This design comes from an exercise in tuning for a short achievable clock period and few clock cycles on the open sky130 flow, not from production work. RTL that was checked went through simulation tests only; none was proved equivalent to the original. No activity file was given, so power comes from the tool's default toggle rates.

## bitty_cpu
module bitty_cpu(
    input clk,
    input rst,
    output [7:0] imem_addr,
    input [15:0] imem_rdata,
    output [15:0] dmem_addr,
    output [15:0] dmem_wdata,
    output dmem_we,
    input [15:0] dmem_rdata,
    output reg halted
    );
clock: 6.0 ns
lec_check: 0
abc_clock_period_in_ps: 2000
cap_margin: 20
core_margin: 2
core_utilization: 40
setup_slack_margin: 3.5
slew_margin: 20
standard.sh (not shown) runs the stock make flow with config.mk's settings and CLKGATE_MAP_FILE= SYNTH_SCRIPT=/design/flow/synth_recipe.tcl, a recipe that flattens the netlist after the stock synthesis.
==> flow/flow/run.sh <==
#!/bin/bash
# Standard ORFS layout, with the port buffers made from buf_4 cells
# instead of the delay-buffer cell buffer_ports picks on its own.
set -e
cd "$(dirname "$0")/.."
ls -la > files.log
cat standard.sh > standard_sh_copy.log
export BUFFER_PORTS_ARGS="-buffer_cell sky130_fd_sc_hd__buf_4"
bash standard.sh > standard.log 2>&1
Rerun with:
--- a/flow/design.v
+++ b/flow/design.v
@@ -97,41 +97,38 @@
 reg [15:0] ibuf;
 reg [7:0]  ibuf_pc;
 reg        ibuf_pred;
 reg        e_valid, e_alu, e_ld, e_st, e_br, e_pred;
 reg        e_bpred;          
 reg        e_dres, e_dact;   
 reg [7:0]  e_sel;
 reg        e_subcmp;         
 reg [2:0]  e_rx;
 reg [1:0]  e_cond;
 reg [7:0]  e_tgt, e_pc, e_pc1;
 reg [15:0] e_a, e_b;
-reg        e_fa, e_fb;       
 reg        w_alu, w_ld;      
 reg [2:0]  w_rx;
 reg [15:0] w_val;
 localparam NB = 4;
 reg        b_v   [0:NB-1];
 reg [7:0]  b_pc  [0:NB-1];
 reg [7:0]  b_tgt [0:NB-1];
 reg [1:0]  b_rr;
 assign imem_addr  = fa;
-wire [15:0] opa = e_fa ? w_val : e_a;
-wire [15:0] opb = e_fb ? w_val : e_b;
-assign dmem_addr  = opb;
-assign dmem_wdata = opa;
+assign dmem_addr  = e_b;
+assign dmem_wdata = e_a;
 assign dmem_we    = e_st;        
 wire [15:0] alu_out;
-ALU alu(.in_a(opa), .in_b(opb), .sel(e_sel), .ALU_out(alu_out));
+ALU alu(.in_a(e_a), .in_b(e_b), .sel(e_sel), .ALU_out(alu_out));
 wire [15:0] cc = w_ld ? dmem_rdata : w_alu ? w_val : c;
 wire c_hi0 = cc[15:2] == 14'd0;
 wire e_act = e_br & c_hi0 &
              ((e_cond == 2'b00 & ~cc[1] & ~cc[0]) |
               (e_cond == 2'b01 & ~cc[1] &  cc[0]) |
               (e_cond == 2'b10 &  cc[1] & ~cc[0]));
 wire e_miss = e_valid & ~e_dres & (e_act != e_pred);
 wire [7:0] e_fix = e_act ? e_tgt : e_pc1;
 wire e_out = e_dres ? e_dact : e_act;    
 wire e_wr = e_alu;               
 reg       p_hit;
 reg [7:0] p_tgt;
@@ -159,31 +156,32 @@
 wire       d_br   = fmt == 2'b10 & ins[3:2] != 2'b11;
 wire       d_halt = fmt == 2'b10 & ins[3:2] == 2'b11;
 wire [1:0] ifmt = imem_rdata[1:0];
 wire i_use_rx = ~ifmt[1] | ifmt == 2'b11 & imem_rdata[2];
 wire i_use_ry = ifmt == 2'b00 | ifmt == 2'b11;
 wire stall  = ~replay & arr_ok & ~e_miss & ~halted & e_ld &
               ((i_use_rx & imem_rdata[15:13] == e_rx) |
                (i_use_ry & imem_rdata[12:10] == e_rx));
 wire        w_wr   = w_alu | w_ld;
 wire [15:0] w_data = w_ld ? dmem_rdata : w_val;
 wire [15:0] rf_a = replay ? r[ibuf[15:13]] : r[imem_rdata[15:13]];
 wire [15:0] rf_b = replay ? r[ibuf[12:10]] : r[imem_rdata[12:10]];
-wire [15:0] ra = (w_wr & w_rx == rx) ? w_data : rf_a;
-wire [15:0] rb = (w_wr & w_rx == ry) ? w_data : rf_b;
-wire        imm = fmt == 2'b01;
+wire [15:0] ra = (e_wr & e_rx == rx) ? alu_out :
+                 (w_wr & w_rx == rx) ? w_data : rf_a;
+wire [15:0] rb = (e_wr & e_rx == ry) ? alu_out :
+                 (w_wr & w_rx == ry) ? w_data : rf_b;
 wire go = dv & ~stall;           
 wire [15:0] cd   = w_ld ? dmem_rdata : w_alu ? w_val : c;
 wire        cd_hi0 = cd[15:2] == 14'd0;
-wire        e_eq   = opa == opb;
+wire        e_eq   = e_a == e_b;
 wire        d_res  = d_br & ~e_ld & (~e_alu | e_subcmp & ins[3:2] == 2'b00);
 wire        d_act  = e_alu ? e_eq :
                      cd_hi0 &
                      ((ins[3:2] == 2'b00 & ~cd[1] & ~cd[0]) |
                       (ins[3:2] == 2'b01 & ~cd[1] &  cd[0]) |
                       (ins[3:2] == 2'b10 &  cd[1] & ~cd[0]));
 wire        d_back = d_br & ~d_res & ~ins_pred & ins[11:4] <= ins_pc;
 wire        d_redir = go & ((d_res & (d_act != ins_pred)) | d_back);
 wire [7:0]  d_fix   = (d_res ? d_act : 1'b1) ? ins[11:4] : ins_pc + 8'd1;
 integer i;
 always @(posedge clk) begin
     if (rst) begin
@@ -259,17 +257,15 @@
     e_sel  <= 8'd1 << op;
     e_subcmp <= op == 3'd1 | op == 3'd7;
     e_rx   <= rx;
     e_cond <= ins[3:2];
     e_tgt  <= ins[11:4];
     e_pc   <= ins_pc;
     e_pc1  <= ins_pc + 8'd1;
     e_pred  <= ins_pred | d_back;
     e_bpred <= ins_pred;
     e_dres  <= d_res;
     e_dact  <= d_act;
     e_a    <= ra;
-    e_b    <= imm ? {8'd0, ins[12:5]} : rb;
-    e_fa   <= e_wr & e_rx == rx;
-    e_fb   <= e_wr & e_rx == ry & ~imm;
+    e_b    <= (fmt == 2'b01) ? {8'd0, ins[12:5]} : rb;
 end
 endmodule
Result: Final cell count decreases by 1.3%; sequential share of layout area increases by 1.0 points; synthesized area hardly moves; first-iteration DRC count increases by 15%; final area decreases by 3.2%; synthesized cell count stays flat; total power decreases by 5.1%.
Testbench counts after the change, summed over its fixed seeds: cycles 75,367.
Only the layout flow was run in the first run of this note; the RTL was not checked for function there.

---

bitty_cpu, a different RTL version from the one above (not shown whole).
Size: ~3100 cells after synthesis, about 390 flip-flops, about 76 I/O pins, roughly 22000 sq um of cells after synthesis.
clock: 6.0 ns
lec_check: 0
abc_area: 1
abc_clock_period_in_ps: 2000
cap_margin: 20
core_margin: 2
core_utilization: 40
setup_slack_margin: 4.2
slew_margin: 20
Scripts as last shown in full above: flow/flow/run.sh
The starting point ran to the end with no violations.
Rerun with:
--- a/flow/design.v
+++ b/flow/design.v
@@ -109,25 +109,24 @@
 reg        w_alu, w_ld;      
 reg [2:0]  w_rx;
 reg [15:0] w_val;
 localparam NB = 4;
 reg        b_v   [0:NB-1];
 reg [7:0]  b_pc  [0:NB-1];
 reg [7:0]  b_tgt [0:NB-1];
 reg [1:0]  b_rr;
 reg        u_ins, u_inv;     
 reg [7:0]  u_pc, u_tgt;
 assign imem_addr  = fa;
-reg [15:0] m_addr, m_wdata;
-assign dmem_addr  = m_addr;
-assign dmem_wdata = m_wdata;
+assign dmem_addr  = e_b;
+assign dmem_wdata = e_a;
 assign dmem_we    = e_st;        
 wire [15:0] alu_out;
 ALU alu(.in_a(e_a), .in_b(e_b), .sel(e_sel), .ALU_out(alu_out));
 wire [15:0] cc = w_ld ? dmem_rdata : w_alu ? w_val : c;
 wire c_hi0 = cc[15:2] == 14'd0;
 wire e_act = e_br & c_hi0 &
              ((e_cond == 2'b00 & ~cc[1] & ~cc[0]) |
               (e_cond == 2'b01 & ~cc[1] &  cc[0]) |
               (e_cond == 2'b10 &  cc[1] & ~cc[0]));
 wire e_miss = e_valid & ~e_dres & (e_act != e_pred);
 wire [7:0] e_fix = e_act ? e_tgt : e_pc1;
@@ -267,18 +266,14 @@
     e_subcmp <= op == 3'd1 | op == 3'd7;
     e_rx   <= rx;
     e_cond <= ins[3:2];
     e_tgt  <= ins[11:4];
     e_pc   <= ins_pc;
     e_pc1  <= ins_pc + 8'd1;
     e_pred  <= ins_pred | d_back;
     e_bpred <= ins_pred;
     e_dres  <= d_res;
     e_dact  <= d_act;
     e_a    <= ra;
-    if (d_ld | d_st)
-        m_addr <= rb;
-    if (d_st)
-        m_wdata <= ra;
     e_b    <= (fmt == 2'b01) ? {8'd0, ins[12:5]} : rb;
 end
 endmodule
Result: The new run finished with timing, DRC and antenna clean. Register-to-register slack gains 50 ps. Core utilization fell by 0.12 points. Sequential power fell by a little under a tenth. Worst setup slack gains 49 ps. Clock power fell by roughly a tenth.
Testbench counts after the change, summed over its fixed seeds: cycles 75,367.
Function not checked in the first run of this note: the RTL went through the layout flow alone.

---

bitty_cpu, a different RTL version from the one above (not shown whole).
Size in the first run: ~2500 cells after synthesis, about 340 flip-flops.
clock: 6.0 ns
lec_check: 0
abc_clock_period_in_ps: 2000
cap_margin: 20
core_margin: 2
core_utilization: 40
setup_slack_margin: 3.5
slew_margin: 20
run.sh (not shown) runs the stock make flow with config.mk's settings and CLKGATE_MAP_FILE= SYNTH_SCRIPT=/design/flow/synth_recipe.tcl, a recipe that flattens the netlist after the stock synthesis.
Stock flow here: none of the scripts above is used.
==> next run, changes <==
--- a/flow/design.v
+++ b/flow/design.v
@@ -93,47 +93,44 @@
 reg        arr_ok;       
 reg [7:0]  d_pc;         
 reg        d_pred;       
 reg        replay;       
 reg [15:0] ibuf;
 reg [7:0]  ibuf_pc;
 reg        ibuf_pred;
 reg        e_valid, e_alu, e_ld, e_st, e_br, e_pred;
-reg        e_bpred;          
-reg        e_dres, e_dact;   
 reg [7:0]  e_sel;
-reg        e_subcmp;         
 reg [2:0]  e_rx;
 reg [1:0]  e_cond;
 reg [7:0]  e_tgt, e_pc, e_pc1;
 reg [15:0] e_a, e_b;
 reg        w_alu, w_ld;      
 reg [2:0]  w_rx;
 reg [15:0] w_val;
 localparam NB = 4;
 reg        b_v   [0:NB-1];
 reg [7:0]  b_pc  [0:NB-1];
 reg [7:0]  b_tgt [0:NB-1];
 reg [1:0]  b_rr;
 assign imem_addr  = fa;
-assign dmem_addr  = e_b;
-assign dmem_wdata = e_a;
+reg [15:0] m_addr, m_wdata;
+assign dmem_addr  = m_addr;
+assign dmem_wdata = m_wdata;
 assign dmem_we    = e_st;        
 wire [15:0] alu_out;
 ALU alu(.in_a(e_a), .in_b(e_b), .sel(e_sel), .ALU_out(alu_out));
 wire [15:0] cc = w_alu ? w_val : c;
 wire c_hi0 = cc[15:2] == 14'd0;
 wire e_act = e_br & c_hi0 &
              ((e_cond == 2'b00 & ~cc[1] & ~cc[0]) |
               (e_cond == 2'b01 & ~cc[1] &  cc[0]) |
               (e_cond == 2'b10 &  cc[1] & ~cc[0]));
-wire e_miss = e_valid & ~e_dres & (e_act != e_pred);
+wire e_miss = e_valid & (e_act != e_pred);
 wire [7:0] e_fix = e_act ? e_tgt : e_pc1;
-wire e_out = e_dres ? e_dact : e_act;    
 wire e_wr = e_alu;               
 reg       p_hit;
 reg [7:0] p_tgt;
 integer j;
 always @(*) begin
     p_hit = 1'b0;
     p_tgt = 8'd0;
     for (j = 0; j < NB; j = j + 1)
@@ -166,28 +163,16 @@
 wire [15:0] w_data = w_ld ? dmem_rdata : w_val;
 wire [15:0] rf_a = replay ? r[ibuf[15:13]] : r[imem_rdata[15:13]];
 wire [15:0] rf_b = replay ? r[ibuf[12:10]] : r[imem_rdata[12:10]];
 wire [15:0] ra = (e_wr & e_rx == rx) ? alu_out :
                  (w_wr & w_rx == rx) ? w_data : rf_a;
 wire [15:0] rb = (e_wr & e_rx == ry) ? alu_out :
                  (w_wr & w_rx == ry) ? w_data : rf_b;
 wire go = dv & ~stall;           
-wire [15:0] cd   = w_ld ? dmem_rdata : w_alu ? w_val : c;
-wire        cd_hi0 = cd[15:2] == 14'd0;
-wire        e_eq   = e_a == e_b;
-wire        d_res  = d_br & (~e_alu | e_subcmp & ins[3:2] == 2'b00);
-wire        d_act  = e_alu ? e_eq :
-                     cd_hi0 &
-                     ((ins[3:2] == 2'b00 & ~cd[1] & ~cd[0]) |
-                      (ins[3:2] == 2'b01 & ~cd[1] &  cd[0]) |
-                      (ins[3:2] == 2'b10 &  cd[1] & ~cd[0]));
-wire        d_back = d_br & ~d_res & ~ins_pred & ins[11:4] <= ins_pc;
-wire        d_redir = go & ((d_res & (d_act != ins_pred)) | d_back);
-wire [7:0]  d_fix   = (d_res ? d_act : 1'b1) ? ins[11:4] : ins_pc + 8'd1;
 integer i;
 always @(posedge clk) begin
     if (rst) begin
         for (i = 0; i < 8; i = i + 1) r[i] <= 16'd0;
         for (i = 0; i < NB; i = i + 1) b_v[i] <= 1'b0;
         c        <= 16'd0;
         b_rr     <= 2'd0;
         arr_ok   <= 1'b0;
@@ -206,34 +191,30 @@
     end else begin
         for (i = 0; i < 8; i = i + 1)
             if (w_wr & w_rx == i)
                 r[i] <= w_data;
         if (w_wr)
             c <= w_data;
         w_alu <= e_alu;
         w_ld  <= e_ld;
-        if (e_valid & e_br & e_out & ~e_bpred) begin
+        if (e_valid & e_act & ~e_pred) begin
             b_v[b_rr]   <= 1'b1;
             b_pc[b_rr]  <= e_pc;
             b_tgt[b_rr] <= e_tgt;
             b_rr        <= b_rr + 2'd1;
         end
-        if (e_valid & e_bpred & ~e_out)
+        if (e_valid & e_pred & ~e_act)
             for (i = 0; i < NB; i = i + 1)
                 if (b_pc[i] == e_pc)
                     b_v[i] <= 1'b0;
         d_pc   <= fa;
         d_pred <= p_hit;
         if (e_miss) begin
             fa     <= e_fix;
-            arr_ok <= 1'b0;
-            replay <= 1'b0;
-        end else if (d_redir) begin
-            fa     <= d_fix;
             arr_ok <= 1'b0;
             replay <= 1'b0;
         end else if (stall) begin
             fa     <= fa;
             arr_ok <= 1'b0;
             replay <= 1'b1;
         end else begin
             fa     <= p_hit ? p_tgt : fa + 8'd1;
@@ -251,22 +232,22 @@
 end
 always @(posedge clk) begin
     ibuf      <= ins;
     ibuf_pc   <= ins_pc;
     ibuf_pred <= ins_pred;
     w_rx   <= e_rx;
     w_val  <= alu_out;
     e_sel  <= 8'd1 << op;
-    e_subcmp <= op == 3'd1 | op == 3'd7;
     e_rx   <= rx;
     e_cond <= ins[3:2];
     e_tgt  <= ins[11:4];
     e_pc   <= ins_pc;
     e_pc1  <= ins_pc + 8'd1;
-    e_pred  <= ins_pred | d_back;
-    e_bpred <= ins_pred;
-    e_dres  <= d_res;
-    e_dact  <= d_act;
+    e_pred <= ins_pred;
     e_a    <= ra;
     e_b    <= (fmt == 2'b01) ? {8'd0, ins[12:5]} : rb;
+    if (d_ld | d_st)
+        m_addr <= rb;
+    if (d_st)
+        m_wdata <= ra;
 end
 endmodule
After rerunning:
- The new run went through all stages and came out clean
- final area falls slightly
- worst setup slack is worse by 36 ps
- clock power is higher by a few percent
- non-clock buffer count fell by 73
- sequential cell count went up by 28
- cell count falls slightly
Function was not checked in any run of this note: the RTL went through the layout flow alone.

---

## v38
bitty_cpu, a different RTL version from the one above (not shown whole).
Size: roughly 2200 cells after synthesis, about 360 flip-flops, ~20000 µm² of cells after synthesis.
==> module bitty_cpu, before the edit <==
module bitty_cpu(
    input clk,
    input rst,
    output [7:0] imem_addr,
    input [15:0] imem_rdata,
    output [15:0] dmem_addr,
    output [15:0] dmem_wdata,
    output dmem_we,
    input [15:0] dmem_rdata,
    output reg halted
    );
reg [15:0] r [0:7];
reg [15:0] c;
reg [7:0]  fa;           
reg        arr_ok;       
reg        in_reset;     
reg [7:0]  d_pc;         
reg        d_pred;       
reg        replay;       
reg [15:0] ibuf;
reg [7:0]  ibuf_pc;
reg        ibuf_pred;
reg        e_valid, e_alu, e_ld, e_st, e_br, e_pred;
reg [7:0]  e_sel;
reg [2:0]  e_rx;
reg [1:0]  e_cond;
reg [7:0]  e_tgt, e_pc, e_pc1;
reg [15:0] e_a, e_b;
reg        w_alu, w_ld;      
reg [2:0]  w_rx;
reg [15:0] w_val;
localparam NB = 4;
reg        b_v   [0:NB-1];
reg [7:0]  b_pc  [0:NB-1];
reg [7:0]  b_tgt [0:NB-1];
reg [1:0]  b_rr;
assign imem_addr  = fa;
assign dmem_addr  = e_b;
assign dmem_wdata = e_a;
assign dmem_we    = e_st;        
wire [15:0] alu_out;
ALU alu(.in_a(e_a), .in_b(e_b), .sel(e_sel), .ALU_out(alu_out));
wire [15:0] cc = w_alu ? w_val : c;
wire c_hi0 = cc[15:2] == 14'd0;
wire e_act = e_br & c_hi0 &
             ((e_cond == 2'b00 & ~cc[1] & ~cc[0]) |
              (e_cond == 2'b01 & ~cc[1] &  cc[0]) |
              (e_cond == 2'b10 &  cc[1] & ~cc[0]));
wire e_miss = e_valid & (e_act != e_pred);
wire [7:0] e_fix = e_act ? e_tgt : e_pc1;
wire e_wr = e_alu;               
reg       p_hit;
reg [7:0] p_tgt;
integer j;
always @(*) begin
    p_hit = 1'b0;
    p_tgt = 8'd0;
    for (j = 0; j < NB; j = j + 1)
        if (b_v[j] & b_pc[j] == fa) begin
            p_hit = 1'b1;
            p_tgt = p_tgt | b_tgt[j];
        end
end
wire [15:0] ins      = replay ? ibuf : imem_rdata;
wire [7:0]  ins_pc   = replay ? ibuf_pc : d_pc;
wire        ins_pred = replay ? ibuf_pred : d_pred;
wire        dv       = (replay | arr_ok) & ~e_miss & ~halted;
wire [1:0] fmt    = ins[1:0];
wire [2:0] rx     = ins[15:13];
wire [2:0] ry     = ins[12:10];
wire [2:0] op     = ins[4:2];
wire       d_alu  = ~fmt[1];
wire       d_ld   = fmt == 2'b11 & ~ins[2];
wire       d_st   = fmt == 2'b11 &  ins[2];
wire       d_br   = fmt == 2'b10 & ins[3:2] != 2'b11;
wire       d_halt = fmt == 2'b10 & ins[3:2] == 2'b11;
wire use_rx = d_alu | d_st;
wire use_ry = fmt == 2'b00 | fmt == 2'b11;
wire stall  = dv & e_valid & e_ld &
              ((use_rx & rx == e_rx) | (use_ry & ry == e_rx) | d_br);
wire        w_wr   = w_alu | w_ld;
wire [15:0] w_data = w_ld ? dmem_rdata : w_val;
wire [15:0] ra = (e_wr & e_rx == rx) ? alu_out :
                 (w_wr & w_rx == rx) ? w_data : r[rx];
wire [15:0] rb = (e_wr & e_rx == ry) ? alu_out :
                 (w_wr & w_rx == ry) ? w_data : r[ry];
wire go = dv & ~stall;           
integer i;
always @(posedge clk) begin
    if (rst) begin
        for (i = 0; i < 8; i = i + 1) r[i] <= 16'd0;
        for (i = 0; i < NB; i = i + 1) b_v[i] <= 1'b0;
        c        <= 16'd0;
        b_rr     <= 2'd0;
        arr_ok   <= in_reset & fa == 8'd0;
        fa       <= (in_reset & fa == 8'd0) ? 8'd1 : 8'd0;
        d_pc     <= 8'd0;
        d_pred   <= 1'b0;
        in_reset <= 1'b1;
        replay   <= 1'b0;
        e_valid  <= 1'b0;
        e_alu    <= 1'b0;
        e_ld     <= 1'b0;
        e_st     <= 1'b0;
        e_br     <= 1'b0;
        w_alu    <= 1'b0;
        w_ld     <= 1'b0;
        halted   <= 1'b0;
    end else begin
        in_reset <= 1'b0;
        for (i = 0; i < 8; i = i + 1)
            if (w_wr & w_rx == i)
                r[i] <= w_data;
        if (w_wr)
            c <= w_data;
        w_alu <= e_alu;
        w_ld  <= e_ld;
        if (e_valid & e_act & ~e_pred) begin
            b_v[b_rr]   <= 1'b1;
            b_pc[b_rr]  <= e_pc;
            b_tgt[b_rr] <= e_tgt;
            b_rr        <= b_rr + 2'd1;
        end
        if (e_valid & e_pred & ~e_act)
            for (i = 0; i < NB; i = i + 1)
                if (b_pc[i] == e_pc)
                    b_v[i] <= 1'b0;
        d_pc   <= fa;
        d_pred <= p_hit;
        if (e_miss) begin
            fa     <= e_fix;
            arr_ok <= 1'b0;
            replay <= 1'b0;
        end else if (stall) begin
            fa     <= fa;
            arr_ok <= 1'b0;
            replay <= 1'b1;
        end else begin
            fa     <= p_hit ? p_tgt : fa + 8'd1;
            arr_ok <= 1'b1;
            replay <= 1'b0;
        end
        if (dv & d_halt)
            halted <= 1'b1;
        e_valid <= go & ~d_halt;
        e_alu   <= go & d_alu;
        e_ld    <= go & d_ld;
        e_st    <= go & d_st;
        e_br    <= go & d_br;
    end
end
always @(posedge clk) begin
    if (stall) begin
        ibuf      <= ins;
        ibuf_pc   <= ins_pc;
        ibuf_pred <= ins_pred;
    end
    w_rx   <= e_rx;
    w_val  <= alu_out;
    e_sel  <= 8'd1 << op;
    e_rx   <= rx;
    e_cond <= ins[3:2];
    e_tgt  <= ins[11:4];
    e_pc   <= ins_pc;
    e_pc1  <= ins_pc + 8'd1;
    e_pred <= ins_pred;
    e_a    <= ra;
    e_b    <= (fmt == 2'b01) ? {8'd0, ins[12:5]} : rb;
end
endmodule
Settings: LEC_CHECK=0, ABC_CLOCK_PERIOD_IN_PS=2000, CAP_MARGIN=20, CORE_MARGIN=2, CORE_UTILIZATION=40, SETUP_SLACK_MARGIN=3.5, SLEW_MARGIN=20; clock period 6.0 ns.
### v38 -> v14
--- a/flow/design.v
+++ b/flow/design.v
@@ -151,12 +151,15 @@
 wire       d_ld   = fmt == 2'b11 & ~ins[2];
 wire       d_st   = fmt == 2'b11 &  ins[2];
 wire       d_br   = fmt == 2'b10 & ins[3:2] != 2'b11;
 wire       d_halt = fmt == 2'b10 & ins[3:2] == 2'b11;
-wire use_rx = d_alu | d_st;
-wire use_ry = fmt == 2'b00 | fmt == 2'b11;
-wire stall  = dv & e_valid & e_ld &
-              ((use_rx & rx == e_rx) | (use_ry & ry == e_rx) | d_br);
+wire [1:0] ifmt = imem_rdata[1:0];
+wire i_use_rx = ~ifmt[1] | ifmt == 2'b11 & imem_rdata[2];
+wire i_use_ry = ifmt == 2'b00 | ifmt == 2'b11;
+wire i_br     = ifmt == 2'b10 & imem_rdata[3:2] != 2'b11;
+wire stall  = ~replay & arr_ok & ~e_miss & ~halted & e_ld &
+              ((i_use_rx & imem_rdata[15:13] == e_rx) |
+               (i_use_ry & imem_rdata[12:10] == e_rx) | i_br);
 wire        w_wr   = w_alu | w_ld;
 wire [15:0] w_data = w_ld ? dmem_rdata : w_val;
 wire [15:0] ra = (e_wr & e_rx == rx) ? alu_out :
                  (w_wr & w_rx == rx) ? w_data : r[rx];
@@ -227,13 +230,11 @@
         e_br    <= go & d_br;
     end
 end
 always @(posedge clk) begin
-    if (stall) begin
-        ibuf      <= ins;
-        ibuf_pc   <= ins_pc;
-        ibuf_pred <= ins_pred;
-    end
+    ibuf      <= ins;
+    ibuf_pc   <= ins_pc;
+    ibuf_pred <= ins_pred;
     w_rx   <= e_rx;
     w_val  <= alu_out;
     e_sel  <= 8'd1 << op;
     e_rx   <= rx;
Findings:
Of v38 and v14, the run reporting the higher area of the die was v38. From v38 to v14 the numbers moved as follows: fraction of power spent switching nets fell by 1.4 points; number of placed instances, taps included fell 2.0%; average wire per standard cell shows a reduction of about 3.5%; worst setup slack shows an increase of 31 ps. Compared with v38, in v14 routing usage on met1 -0.49 points; adder-cell share of the synthesized area ~0 delta. Final area for v14 is lower than for v38. Wire length after detailed routing: v14 vs v38 down about 5%. v14 against v38; average cell area after synthesis is down by a few percent. v38 and v14 ended up with roughly the same synthesized cell count.
No functional check of the RTL was part of any run of this note.

-- afterwards: timing with drivers on the ports --
Ports are ideal in the flow. The routed layouts listed here were re-timed in OpenROAD. Step 1 (the two cells are an assumption about what drives the block):
set clk [get_ports {clk}]
set_driving_cell -lib_cell sky130_fd_sc_hd__clkbuf_16 $clk
set_driving_cell -lib_cell sky130_fd_sc_hd__buf_2 [delete_from_list [all_inputs] $clk]
Step 2 adds t to the input delays and takes it off the output delays; t is the mean of the earliest and latest rising clock arrival at the registers after step 1. Input paths then give back, and output paths get back, about the clock's delay inside the block. Three values: no drivers, after step 1, after step 2; two values: the first two.
run	t (ns)	setup slack, ns	hold WS [ns]	worst register clock-pin slew, ns	worst data-port slew with drivers (ns)
the first run of note 1	0.630	2.558 / 2.557 / 2.120	0.416 / 0.416 / 0.416	0.07 / 0.07	0.28
the second run of note 1	0.634	2.986 / 3.000 / 2.366	0.485 / 0.485 / 0.485	0.06 / 0.06	0.25
the first run of note 2	0.665	3.367 / 3.367 / 2.722	0.356 / 0.356 / 0.356	0.07 / 0.07	0.24
the second run of note 2	0.645	3.416 / 3.414 / 2.794	0.339 / 0.339 / 0.339	0.07 / 0.07	0.23
the first run of note 3	0.627	2.964 / 2.970 / 2.342	0.465 / 0.465 / 0.465	0.07 / 0.07	0.10
the second run of note 3	0.641	2.927 / 2.927 / 2.409	0.405 / 0.405 / 0.405	0.06 / 0.06	0.20
v38	0.619	3.167 / 3.190 / 2.580	0.411 / 0.411 / 0.411	0.07 / 0.07	0.05
v14	0.618	3.197 / 3.197 / 2.762	0.409 / 0.409 / 0.409	0.07 / 0.07	0.04
After both steps every run listed still meets setup and hold. For the first run of note 2, which loses most, drivers alone change the setup slack by 0.000 ns; drivers and shift together by -0.645 ns.
